From an optimization exercise on the open Yosys and OpenROAD flow, aimed at small area and a short achievable clock period; shortcuts taken in it are not production practice. Only simulation tests tie the RTL to the original design; equivalence was not proved. No activity file was given, so power comes from the tool's default toggle rates.

`flow/config.mk`:
```
export PLATFORM = sky130hd
export DESIGN_NAME = RISCV_pipeline
export DESIGN_NICKNAME = RISCV_pipeline
export VERILOG_FILES = /design/flow/design.v
export SDC_FILE = /design/flow/constraint.sdc
export NUM_CORES = 4
export LEC_CHECK = 0
export CAP_MARGIN = 20
export CORE_MARGIN = 2
export CORE_UTILIZATION = 40
export SLEW_MARGIN = 20
```
`flow/constraint.sdc`:
```
create_clock -name core_clock -period 16.0 [get_ports {clk}]
set_input_delay 3.2000 -clock core_clock [delete_from_list [all_inputs] [get_ports {clk}]]
set_output_delay 3.2000 -clock core_clock [all_outputs]
set_load 0.01 [all_outputs]
```
`flow/design.v`:
```
module DFlipFlop
(input clk, input rst, input D, output reg Q);
always @ (posedge clk or posedge rst)
if (rst) begin
Q <= 1'b0;
end else begin
Q <= D;
end
endmodule
 module mux2x1( input s, input in1, input in2, output out);
assign out = (s? in2 : in1);
endmodule
module nreg #(parameter n = 8) (input [n-1:0] D, output [n-1:0] Q, input load, input rst, input clk);
wire [n-1:0] out; 
genvar i;
generate
for (i=0; i<n; i=i+1) begin: mygenloop
mux2x1 minst( .s(load),  .in1(Q[i]), .in2(D[i]), .out(out[i]));
DFlipFlop dinst( .clk(clk),  .rst(rst),  .D(out[i]), .Q(Q[i]));
end
endgenerate
endmodule
module nmux2x1#(parameter n=8)(input s, input [n-1:0] in1, input [n-1:0] in2, output [n-1:0] out);
genvar i;
generate
for (i=0; i<n; i=i+1) begin: mygenloop
mux2x1 minst( .s(s),  .in1(in1[i]), .in2(in2[i]), .out(out[i]));
end
endgenerate
endmodule
module mux4x1 #(parameter n = 8) (
    input [1:0] s,                 
    input [n-1:0] in0, in1, in2, in3, 
    output reg [n-1:0] out         
);
    always @(*) begin
        case (s)
            2'b00: out = in0;
            2'b01: out = in1;
            2'b10: out = in2;
            2'b11: out = in3;
            default: out = {n{1'b0}};
        endcase
    end
endmodule
module fulladder(input A, input B, input cin, output cout, output sum );
assign {cout, sum} = A + B + cin;
endmodule
module rca(
    A, B,
    sum,
    overflow
);
    parameter n=32;
    input [n-1:0] A, B;
    output [n:0] sum;
    output overflow; 
    wire [n:0] c;
    wire [31:0] sum_temp;
    genvar i;
    assign c[0] = 0;
    generate
        for (i=0; i<=31; i=i+1) begin: mygenloop
            fulladder fa(.A(A[i]), .B(B[i]), .cin(c[i]), .sum(sum_temp[i]), .cout(c[i+1]));
        end
    endgenerate
    assign overflow = (A[31] == B[31]) && (sum_temp[31] != A[31]);
    assign sum = sum_temp;
endmodule
module alu #(parameter n = 32)(
    input [n-1:0] A,
    input [n-1:0] B,
    input [3:0] sel,
    output reg [n-1:0] result,
    output wire cf, zf, vf, sf,
    input [4:0] shamt,
    input [2:0] funct3,
    output reg branch_taken 
);
    wire [n-1:0] AND = A & B;
    wire [n-1:0] OR = A | B;
    wire [n-1:0] XOR = A ^ B;
    wire [n-1:0] SLL = A << shamt;
    wire [n-1:0] SRL = A >> shamt;
    wire [n-1:0] SRA = A >>> shamt;
    wire [n-1:0] add, sub;
    wire [n-1:0] SLT = ($signed(A) < $signed(B)) ? 32'b1 : 32'b0;     
    wire [n-1:0] SLTU = (A < B) ? 32'b1 : 32'b0;                       
    rca adder( A, B, add, cf);
    wire cf_sub;
    rca subber( A, B, sub, cf_sub);
    assign zf = (result == 0);
    assign sf = result[n-1];
    assign vf = (A[n-1] ^ B[n-1]) ^ result[n-1] ^ cf;
    always @(*) begin
        branch_taken = 1'b0; 
        result = {n{1'b0}};
        case(sel)
            4'b0000: result = AND;
            4'b0001: result = OR;
            4'b0010: result = add;
            4'b0100: result = sub;
            4'b0011: result = XOR;
            4'b0100: result = A - B;
            4'b0101: result = SLL;
            4'b0110: result = SRL;
            4'b0111: result = SRA;
            4'b1000: result = SLT;
            4'b1001: result = SLTU;
            4'b1010: begin  
                case (funct3)
                    3'b000: branch_taken = (A == B);                 
                    3'b001: branch_taken = (A != B);                 
                    3'b100: branch_taken = ($signed(A) < $signed(B));  
                    3'b101: branch_taken = ($signed(A) >= $signed(B));  
                    3'b110: branch_taken = (A < B);                  
                    3'b111: branch_taken = (A >= B);                 
                    default: branch_taken = 1'b0;
                endcase
            end
            default: result = 32'b0;
        endcase
    end
endmodule
module aluctrl(input [1:0] aluop, input [2:0] inst, input in, output reg [3:0] alusel);
    always @(*) begin
        casez ({aluop, inst, in})
            6'b00????: alusel = 4'b0010;  
            6'b01????: alusel = 4'b1010;  
            6'b100000: alusel = 4'b0010;  
            6'b100001: alusel = 4'b0100;  
            6'b10010?: alusel = 4'b1000;  
            6'b10011?: alusel = 4'b1001;  
            6'b10111?: alusel = 4'b0000;  
            6'b10100?: alusel = 4'b0011;  
            6'b101101: alusel = 4'b0001;
            6'b101100: alusel = 4'b0001;  
            6'b101110: alusel = 4'b0000;  
            6'b100010: alusel = 4'b0101;  
            6'b101010: alusel = 4'b0110;  
            6'b101011: alusel = 4'b0111;  
            default: alusel = 4'b0000;    
        endcase
    end
endmodule
module control(input rst, input [4:0] in, output reg branch, mr, mwrite, alusrc, regwr, output reg [1:0] aluop, output reg [1:0] mtoreg, output reg jal, jalr);
    always @ (*) begin
    if (rst) {branch, mr, mtoreg, aluop, mwrite, alusrc, regwr, jal, jalr} = 11'd0;
    else
        case (in)
            5'b01100: begin  
                branch = 0; mr = 0; mtoreg = 2'b01; aluop = 2'b10; mwrite = 0; alusrc = 0; regwr = 1; jal = 0; jalr =0 ;
            end
            5'b00000: begin  
                branch = 0; mr = 1; mtoreg = 2'b10; aluop = 2'b00; mwrite = 0; alusrc = 1; regwr = 1; jal = 0; jalr =0 ;
            end
            5'b01000: begin  
                branch = 0; mr = 0; mtoreg = 2'b00; aluop = 2'b00; mwrite = 1; alusrc = 1; regwr = 0; jal = 0; jalr =0 ;
            end
            5'b11000: begin  
                branch = 1; mr = 0; mtoreg = 2'b00; aluop = 2'b01; mwrite = 0; alusrc = 0;  regwr = 0; jal = 0; jalr =0 ;
            end
            5'b11011: begin  
                branch = 0; mr = 0; mtoreg = 2'b01; aluop = 2'b00; mwrite = 0; alusrc = 1;  regwr = 1; jal = 1; jalr = 0;
            end
            5'b11001: begin  
                branch = 0; mr = 0; mtoreg = 2'b00; aluop = 2'b00; mwrite = 0; alusrc = 1; regwr = 1; jalr = 1; jal = 0;
            end
            5'b00101: begin  
                branch = 0; mr = 0; mtoreg = 2'b11; aluop = 2'b10; mwrite = 0; alusrc = 1; regwr = 1; jal = 0; jalr =0 ;
            end
            5'b01101: begin  
                branch = 0; mr = 0; mtoreg = 2'b11; aluop = 2'b00; mwrite = 0; alusrc = 1;  regwr = 1; jal = 0; jalr =0 ;
            end
            5'b00100: begin  
                branch = 0; mr = 0; mtoreg = 2'b01 ; aluop = 2'b10 ; mwrite = 0; alusrc = 1;  regwr = 1; jal = 0; jalr =0 ;
            end
            5'b00011: begin  
                branch = 0; mr = 0; mtoreg = 2'b00 ; aluop = 2'b00 ; mwrite = 0; alusrc = 0;  regwr = 0; jal = 0; jalr = 0 ;
                end
            5'b11100: begin  
                branch = 0; mr = 0; mtoreg = 2'b00 ; aluop = 2'b00 ; mwrite = 0; alusrc = 0;  regwr = 0; jal = 0; jalr = 0 ;
                end
            default: begin 
                branch = 0; mr = 0; mtoreg = 2'b00; aluop = 2'b00; mwrite = 0; alusrc = 0;  regwr = 0; jal = 0; jalr =0 ;
            end
        endcase
    end
endmodule
module ImmGen (output reg [31:0] gen_out, input [31:0] inst);
always @ (*) begin
gen_out = 32'b0;
if(inst[6] == 1)
 gen_out = {{21{inst[31]}}, inst[7], inst[30:25], inst[11:8]};
else
if(inst[5] == 1) 
gen_out = {{20{inst[31]}}, inst[31:25], inst[11:7]};
if(inst[5] == 0)
     gen_out = (inst[31]? {20'b1 ,inst[31:20]}: {20'b0 ,inst[31:20]});
end
endmodule
module regfile(
input wsig, input clk, input rst, input [4:0] radd1 , input [4:0] radd2, input [4:0] wadd, 
 input [31:0] wdata,  output  [31:0] rdata1 , output  [31:0] rdata2 
    );
    integer i;
    reg [31:0] register [31:0];
  wire wr = wsig == 1 & wadd != 0;
  assign    rdata1 = (wr && wadd == radd1) ? wdata : register[radd1];
  assign  rdata2 = (wr && wadd == radd2) ? wdata : register[radd2];
    always @ (posedge clk) begin
    if(rst == 0) begin
    if(wr) 
    register[wadd] <= wdata;
    end
   else  
   begin
    for(i = 0; i<32; i=i+1) 
    register[i] <= 0;
    end
    end
endmodule
module forward(
input [4:0] ID_EX_rs1, 
input [4:0] ID_EX_rs2, 
input [4:0] EX_MEM_rd, 
input [4:0] MEM_WB_rd,
 input EX_MEM_regwr, 
 input MEM_WB_regwr,
 output reg [1:0] forwardA,
 output reg [1:0] forwardB);
 always @ (*) begin
 if( (EX_MEM_regwr && EX_MEM_rd != 0) && EX_MEM_rd == ID_EX_rs1) begin
 forwardA = 2'b10;
 end
 else 
 if((( MEM_WB_regwr && MEM_WB_rd != 0) && ( MEM_WB_rd == ID_EX_rs1)) 
&& !(EX_MEM_regwr && (EX_MEM_rd != 0) && (EX_MEM_rd == ID_EX_rs1)))
 forwardA = 2'b01;
 else 
 forwardA = 2'b00;
 if( (EX_MEM_regwr && EX_MEM_rd != 0) && EX_MEM_rd == ID_EX_rs2)
 forwardB = 2'b10;
 else 
  if((MEM_WB_regwr && (MEM_WB_rd != 0)
 && (MEM_WB_rd == ID_EX_rs2))
 && !(EX_MEM_regwr && EX_MEM_rd != 0 && EX_MEM_rd == ID_EX_rs2))
    forwardB = 2'b01;
  else 
 forwardB = 2'b00;
 end
endmodule
module StallUnit(input [4:0] IF_ID_rs1_addr, IF_ID_rs2_addr, ID_EX_rd_addr, input ID_EX_MemRead, output reg stall);
always @* begin
    if((IF_ID_rs1_addr == ID_EX_rd_addr | IF_ID_rs2_addr == ID_EX_rd_addr) & ID_EX_MemRead & (ID_EX_rd_addr != 0 ))
        stall = 1;
    else
        stall = 0; 
end
endmodule
module DataMem(
    input MemRead, 
    input [2:0] funct3,
    input [31:0] word,
    output reg [31:0] data_out
);
    always @(*) begin
        if (MemRead) begin
            case (funct3)
                3'b000: data_out = {{24{word[7]}}, word[7:0]};      
                3'b001: data_out = {{16{word[15]}}, word[15:0]};    
                3'b010: data_out = word;                            
                3'b100: data_out = {24'b0, word[7:0]};              
                3'b101: data_out = {16'b0, word[15:0]};             
                default: data_out = word;
            endcase
        end else begin
            data_out = 32'b0;
        end
    end
endmodule
module RISCV_pipeline ( input rst, input clk,
    output [5:0] mem_addr, output mem_we, output [31:0] mem_wdata, input [31:0] mem_rdata );
wire [31:0] instr;
wire [31:0] pc_out;
wire [31:0] imm_out;
wire branch, mr, mwrite, alusrc, regwr, jal, jalr; 
wire [1:0] mtoreg;       
wire [1:0] aluop; 
wire [31:0] rdata1  , rdata2;
reg flusher;
wire [31:0] B;    
wire [3:0] alusel;
wire [31:0] alures; 
wire zero;  
wire [31:0] data_mem_out;    
wire [31:0] data_mux_out; 
wire [31:0] shift_out; 
wire [31:0] temp_pc; 
wire [31:0] temp_pc2;
wire overflow;           
wire pcsrc;               
reg [31:0] result_pc;
wire load = 1;  
wire cf, zf, vf, sf;
wire [4:0] shamt;
wire branch_taken;
wire [31:0] IF_ID_PC, IF_ID_Inst;
wire [31:0] ID_EX_PC, ID_EX_RegR1, ID_EX_RegR2, ID_EX_Imm;
wire [10:0] ID_EX_Ctrl;
wire [3:0] ID_EX_Func;
wire [4:0] ID_EX_Rs1, ID_EX_Rs2, ID_EX_Rd;
wire [31:0] EX_MEM_BranchAddOut, EX_MEM_ALU_out, EX_MEM_RegR2;
wire [7:0] EX_MEM_Ctrl;
wire [4:0] EX_MEM_Rd;
wire EX_MEM_Zero;
wire [31:0] EX_MEM_PC;
wire [31:0] EX_MEM_temp_pc;
wire [31:0] MEM_WB_Mem_out, MEM_WB_ALU_out;
wire [4:0] MEM_WB_Ctrl;
wire [4:0] MEM_WB_Rd;
wire [31:0] MEM_WB_PC;
wire [31:0] MEM_WB_temp_pc; 
wire [1:0] forwardA, forwardB;
wire [31:0] fmux_out, smux_out;
wire [31:0] auipc;
wire [31:0] up_imm;      
wire [31:0] EX_MEM_Jal_tar, EX_MEM_Jalr_tar;         
wire stall;
wire [5:0] choose_mem;
wire [10:0] ctrl_to_ID_EX;
wire ender;
wire [31:0] dummyval;
assign ender = !dummyval[20] && dummyval[6:0] == 7'b1110011;
nreg #(32) PC(result_pc, pc_out, !stall && !EX_MEM_Ctrl[3] && !ender, rst, clk);
assign dummyval = EX_MEM_Ctrl[3] | flusher ? 32'b00000000000000000000000000110011 : data_mem_out[31:0];
nreg #(64) IF_ID (
    .D({pc_out, dummyval}),     
    .Q({IF_ID_PC, IF_ID_Inst}), 
    .load(!stall), 
    .rst(rst), 
    .clk(clk));         
control ctrl(rst,  IF_ID_Inst[6:2], branch, mr, mwrite, alusrc, regwr, aluop, mtoreg, jal, jalr);
 regfile regs( .wsig(MEM_WB_Ctrl[4]) ,  .clk(clk),  .rst(rst), .radd1(IF_ID_Inst[19:15]) , .radd2(IF_ID_Inst[24:20]), .wadd(MEM_WB_Rd), 
  .wdata(data_mux_out),  .rdata1(rdata1) , .rdata2(rdata2));
  ImmGen immgen(.gen_out(imm_out), .inst(IF_ID_Inst));
 nreg #(158) ID_EX(
    .D({ctrl_to_ID_EX, IF_ID_PC, rdata1, rdata2, imm_out, {IF_ID_Inst[14:12], IF_ID_Inst[30]}, IF_ID_Inst[19:15], IF_ID_Inst[24:20], IF_ID_Inst[11:7]}),
    .Q({ID_EX_Ctrl,ID_EX_PC,ID_EX_RegR1,ID_EX_RegR2, ID_EX_Imm, ID_EX_Func,ID_EX_Rs1,ID_EX_Rs2,ID_EX_Rd}),    
    .load(load), 
    .rst(rst), 
    .clk(clk));
  StallUnit staller(.IF_ID_rs1_addr(IF_ID_Inst[19:15]), .IF_ID_rs2_addr(IF_ID_Inst[24:20]), .ID_EX_rd_addr(ID_EX_Rd),  .ID_EX_MemRead(ID_EX_Ctrl[9]), .stall(stall)); 
 nmux2x1#(11) hazard_mux(stall | flusher, {branch, mr, mtoreg, mwrite, alusrc, regwr, aluop, jal, jalr}, 11'd0, ctrl_to_ID_EX);      
rca rca_inst( ID_EX_PC, ID_EX_Imm, temp_pc2, overflow);
  forward forward(
        ID_EX_Rs1, 
        ID_EX_Rs2, 
        EX_MEM_Rd, 
        MEM_WB_Rd,
         EX_MEM_Ctrl[7],         
         MEM_WB_Ctrl[4],         
        forwardA,
        forwardB);
    mux4x1 #(32) first_mux4x1(
    forwardA,                 
   ID_EX_RegR1, data_mux_out, EX_MEM_ALU_out, 32'b0, 
    fmux_out        
);
   mux4x1 #(32) second_mux4x1(
    forwardB,                 
    ID_EX_RegR2, EX_MEM_ALU_out, data_mux_out, 32'b0,              
    smux_out        
);
  nmux2x1#(32) mux_reg(ID_EX_Ctrl[5], smux_out, ID_EX_Imm, B);
  aluctrl aluctrl(ID_EX_Ctrl[3:2], ID_EX_Func[3:1], ID_EX_Func[0] , alusel );
  alu #(32) aluinst(fmux_out,  B, alusel, alures, cf, zf, vf, sf, ID_EX_Rs2, ID_EX_Func[3:1], branch_taken );
   wire [31:0] jal_target = ID_EX_PC + ID_EX_Imm;
   wire [31:0] jalr_target = (ID_EX_RegR1 + ID_EX_Imm) & ~1;
 wire [2:0] EXMEMfunc;
 wire [7:0] ID_EX_Ctrl_In;
 assign ID_EX_Ctrl_In = flusher ? 8'd0 : {ID_EX_Ctrl[4], ID_EX_Ctrl[8:7], ID_EX_Ctrl[10], ID_EX_Ctrl[9], ID_EX_Ctrl[6], ID_EX_Ctrl[1], ID_EX_Ctrl[0]};
  nreg #(209) EX_MEM(
  .D({{ID_EX_Func[3:1], ID_EX_Ctrl_In}, ID_EX_PC, temp_pc2, branch_taken, alures, ID_EX_RegR2, ID_EX_Rd, jal_target, jalr_target}),
  .Q({EXMEMfunc, EX_MEM_Ctrl, EX_MEM_PC, EX_MEM_BranchAddOut, EX_MEM_Zero, EX_MEM_ALU_out, EX_MEM_RegR2, EX_MEM_Rd, EX_MEM_Jal_tar, EX_MEM_Jalr_tar}), 
  .load(load), 
  .rst(rst), 
  .clk(clk));       
 nmux2x1#(6) mem_choose(EX_MEM_Ctrl[3], pc_out[7:2], EX_MEM_ALU_out, choose_mem);
 wire [2:0] funct_in;
 assign funct_in = EX_MEM_Ctrl[3] ? EXMEMfunc : 3'b010;
  DataMem data_mem( .MemRead(1'b1), .funct3(funct_in), .word(mem_rdata), .data_out(data_mem_out));
  assign mem_addr = choose_mem[5:0];
  assign mem_we = EX_MEM_Ctrl[2];
  assign mem_wdata = EX_MEM_RegR2;
  assign pcsrc = (EX_MEM_Ctrl[4] & EX_MEM_Zero);
  nreg #(106) MEM_WB(
  .D({{EX_MEM_Ctrl[7], EX_MEM_Ctrl[6:5], EX_MEM_Ctrl[1], EX_MEM_Ctrl[0]}, EX_MEM_PC, data_mem_out, EX_MEM_ALU_out, EX_MEM_Rd}),
  .Q({MEM_WB_Ctrl, MEM_WB_PC, MEM_WB_Mem_out, MEM_WB_ALU_out, MEM_WB_Rd}),     
  .load(load), 
  .rst(rst), 
  .clk(clk));
   mux4x1 #(32) data_mux ( MEM_WB_Ctrl[3:2], pc_out+4, MEM_WB_ALU_out, MEM_WB_Mem_out,    32'd0,  data_mux_out);
always @* begin
if (EX_MEM_Ctrl[1]) begin flusher = 1; result_pc = jal_target; end
else if (EX_MEM_Ctrl[0]) begin flusher = 1; result_pc = jalr_target; end
else if (EX_MEM_Ctrl[4]) begin flusher = 1; result_pc = EX_MEM_BranchAddOut; end
else begin
flusher = 0;
result_pc = pc_out + 4;
end
end
endmodule
```
`flow/run.sh`:
```
#!/bin/bash
# synth_recipe.tcl (not shown) runs the flow's synth.tcl, then flattens the netlist and writes it again
# the make line also repeats each setting of config.mk as NAME=value (left out here)
make -C /OpenROAD-flow-scripts/flow DESIGN_CONFIG=/design/flow/config.mk WORK_HOME=/design/flow/orfs CLKGATE_MAP_FILE= SYNTH_SCRIPT=/design/flow/synth_recipe.tcl finish
```
==> qor.yml <==
num_io_pins: 73
outcome: "finished clean"
cts.sinks: 1440
die_w_um: 446
hold_class: "flop to flop"
die_y_um: 446
synthFlopType: "dfxtp_1"
p_leak_uw: 0.0299
numCtsBuffers: 164
post_cts_buffers: 0
mostFrequentLayoutCells: "1159 x nor2_1, 1097 x a211oi_1, 1024 x dfxtp_1, 680 x mux4_2, 401 x dfrtp_1"
antenna_found_initial: 28
grt_pass1_vias: 60888
finalSetupViolCount: 0
syn_area_per_cell_um2: 10.5
drive_gt1_share_pct: 19.1
synth-compound-area-share_pct: 17.8
powerDensity_nw_per_um2: 120
synthXorXnorAreaFrac_pct: 1.26
synthArstFlopShare_pct: 28.9
seq_area_frac_synth_pct: 39.6
dp_cells: 9489
timing.final.crit_share_pct: 96.2
vias: 62819
fmax_mhz: 65.0
routedWlPerCell_um: 31.0
synth_cells: 7443
final_max_slew_viol_count: 0
dieArea_um2: 199000
clock_latency_ps: 850
worst-path-stages: 45
drt_iter0_drc: 7584
max_slew_margin_pct: 18.6
yosysTopAreaCellShare_pct: 26.2
routed_wl_mm: 304
cpPeakStageDelay_ps: 450
clkTransAtPathRegs_ps: 70
via_per_inst: 6.41
path_buf_inv: 3
overflow: 0
core_area_um2: 195000
num_rows: 162
first_pass_iters: 6
dp_hpwl_mm: 203
h-tree-depth: 4
synth_top_family_by_area: "multiplexers"
nets: 7367
syn_area_um2: 78100
muxShareOfSynthArea_pct: 21.8
final_common_cell: "nor2_1"
hold_buffers: 0
critPathSlowestCell: "fa_1"
num-fill-cells: 18114
end_kind: "flop"
ir_drop_v: 0.000122
grt_setup_unrepaired: "no"
worstHoldPathCells: 0
crit_top_cell: "fa_1"
skew_ps: 44.2
cts.path.max_buffers: 3
synth_cell_types: 92
cp_max_fo: 6
max-cap-violations: 0
ys_ff_latch: 1440
syn_nets: 7696
final_util_pct: 44.7
fin_cells: 9804
crit_type: "flop to flop"
start_util_pct: 40.1
cts_tree: "done"
grt_pass1_wl_mm: 438
critical_path_arrival_ps: 16080
layout_min_cycle_time_ps: 15390
netlist_top_cells_area: "dfxtp_1 26%, mux4_2 20%, dfrtp_1 13%"
yosysWarnings: 15
synth-edff-count: 0
required_ps: 16690
synth_fa_ha_area_share_pct: 4.09
synth-simple-area-share_pct: 10.9
gr-usage-all-layers_pct: 30.1
antenna_left: 0
portBuffers: 72
worstMarginPinSlew_ps: 1210
cts-root-buf: "clkbuf_16"
area_growth_pct: 11.3
startpoint_type: "flop"
remaining_drc_errors: 0
gp_congestion: 1.02
hold_viol: 0
reg2regPathDepth: 45
yosysTopAreaCell: "dfxtp_1"
path_delay_family: "adder cells"
grt_start_max_net_pins: 130
[area by class of cell]
class                   instances  area (µm²)  area share [%]
diodes                         11        27.5          0.0317
clock buffers                 237        4750            5.46
clock inverters                66         922            1.06
inverters                     123         472           0.543
multi-input cells            5074       44000            50.7
flip-flops and latches       1440       31000            35.6
well taps                    2542        3180            3.66
repair buffers                311        2590            2.98
[synth_stat cells (11+ instances only)]
cell	n
o21a_1	26
buf_1	67
nor3_1	60
mux4_2	680
o21ai_0	177
buf_4	38
or2_2	12
nor2b_1	119
a211o_1	15
nor4_1	30
a31oi_1	44
clkbuf_1	690
nand3b_1	11
o211ai_1	32
o311ai_0	13
a21o_1	47
a21oi_1	226
and3_1	26
dfxtp_1	1024
ha_1	158
a211oi_1	1097
nand4_1	29
or4_1	11
xor2_1	45
a22o_1	12
fa_1	61
and2_1	32
or3_1	22
a221oi_1	19
nor2_1	1195
a22oi_1	20
o31ai_1	26
mux2i_1	85
nand3_1	66
mux2_2	71
nand2_1	285
xnor2_1	67
o21bai_1	19
inv_1	118
dfrtp_1	416
o221ai_1	40
o31a_1	17
nand2b_1	28
[per-layer routing]
metal	vias to the layer above	share of wire, %	GRT usage (%)	wire (µm)
li1	27377	-	-	-
met1	31448	40	39.9	122000
met2	3162	45	46.3	137000
met3	820	9.0	6.46	27500
met4	12	6.0	15.8	18100
met5	-	0.020	0	62
[path summary, 6_finish.rpt]
check                                                      start                                       to  slack (ps)
hold / removal             ID_EX.mygenloop[51].dinst.Q$_DFF_PP0_   EX_MEM.mygenloop[69].dinst.Q$_DFF_PP0_         350
hold reg to reg            ID_EX.mygenloop[51].dinst.Q$_DFF_PP0_   EX_MEM.mygenloop[69].dinst.Q$_DFF_PP0_         350
min in group asynchronous                                    rst    ID_EX.mygenloop[78].dinst.Q$_DFF_PP0_        2880
max in group asynchronous                                    rst  EX_MEM.mygenloop[124].dinst.Q$_DFF_PP0_        9910
setup reg to reg           MEM_WB.mygenloop[2].dinst.Q$_DFF_PP0_  EX_MEM.mygenloop[131].dinst.Q$_DFF_PP0_         610
setup / recovery           MEM_WB.mygenloop[2].dinst.Q$_DFF_PP0_  EX_MEM.mygenloop[131].dinst.Q$_DFF_PP0_         610
[where the power goes]
| group | switching [µW] | internal [µW] | total (µW) |
|---|---|---|---|
| sequential | 269 | 3810 | 4080 |
| combinational | 1650 | 744 | 2400 |
| clock | 1650 | 2340 | 3990 |
| total | 3570 | 6900 | 10500 |
[stage by stage]
step	setup WS, ps	instance area (µm²)	hold WS (ps)	setup TNS [ps]	total power [µW]
6_report	609	86900	353	0	10500
5_1_grt	53.8	86900	371	0	10800
3_5_place_dp	-310	81200	355	-310	6480
2_1_floorplan	15.1	78100	331	0	5560
4_1_cts	6.58	86800	356	0	10500
3_3_place_gp	-275	81200	352	-275	6450
[worst reg2reg max path, delay by kind of cell, from the launching register on]
kind            cells  cell delay [ps]
compound gates      8             1550
fa+ha+maj          31            12390
buf+inv             3              320
flops               1              380
simple gates        3              620
[sequential cells by signal, indices dropped and copies added (netlist names)]
register	flops
IF_ID.mygenloop.dinst.Q	62
PC.mygenloop.dinst.Q	32
regs.register	1024
EX_MEM.mygenloop.dinst.Q	112
ID_EX.mygenloop.dinst.Q	138
MEM_WB.mygenloop.dinst.Q	72
[timing repair]
| item | CTS | global route |
|---|---|---|
| gates resized for setup | 6 | 11 |
| setup endpoints to repair | 1 | 2 |
| pin swaps | 3 | 2 |
| hold endpoints to repair | 0 | 0 |
[logic make-up after synthesis]
| family | after synthesis |
|---|---|
| buffers and inverters | 929 |
| muxes | 838 |
| AOI/OAI and AO/OA | 1947 |
| and+or+nand+nor | 1958 |
| xor gates and xnor gates | 112 |
| adders and majority gates | 219 |
| DFF | 1440 |

==> what the ideal ports hide <==
How much do the figures lean on ideal ports? The routed layout below was timed once more, with nothing changed but the port constraints. Step 1 (the two cells are an assumption about what drives the block):
set clk [get_ports {clk}]
set_driving_cell -lib_cell sky130_fd_sc_hd__clkbuf_16 $clk
set_driving_cell -lib_cell sky130_fd_sc_hd__buf_2 [delete_from_list [all_inputs] $clk]
Step 2 moves the port delays by t, midway between the first and last clock arrival at a register: inputs arrive t later, outputs are due t later. That takes back most of the time a late clock gives input paths. a / b / c = ideal / step 1 / step 2; a / b = the first two.
t, ns: 0.919
setup slack, ns: 0.609 / 0.609 / 0.609
worst slew at a driven data input, ns: 0.05
After both steps setup and hold are still met in this run. For this run, drivers alone change the setup slack by 0.000 ns; drivers and shift together by 0.000 ns.
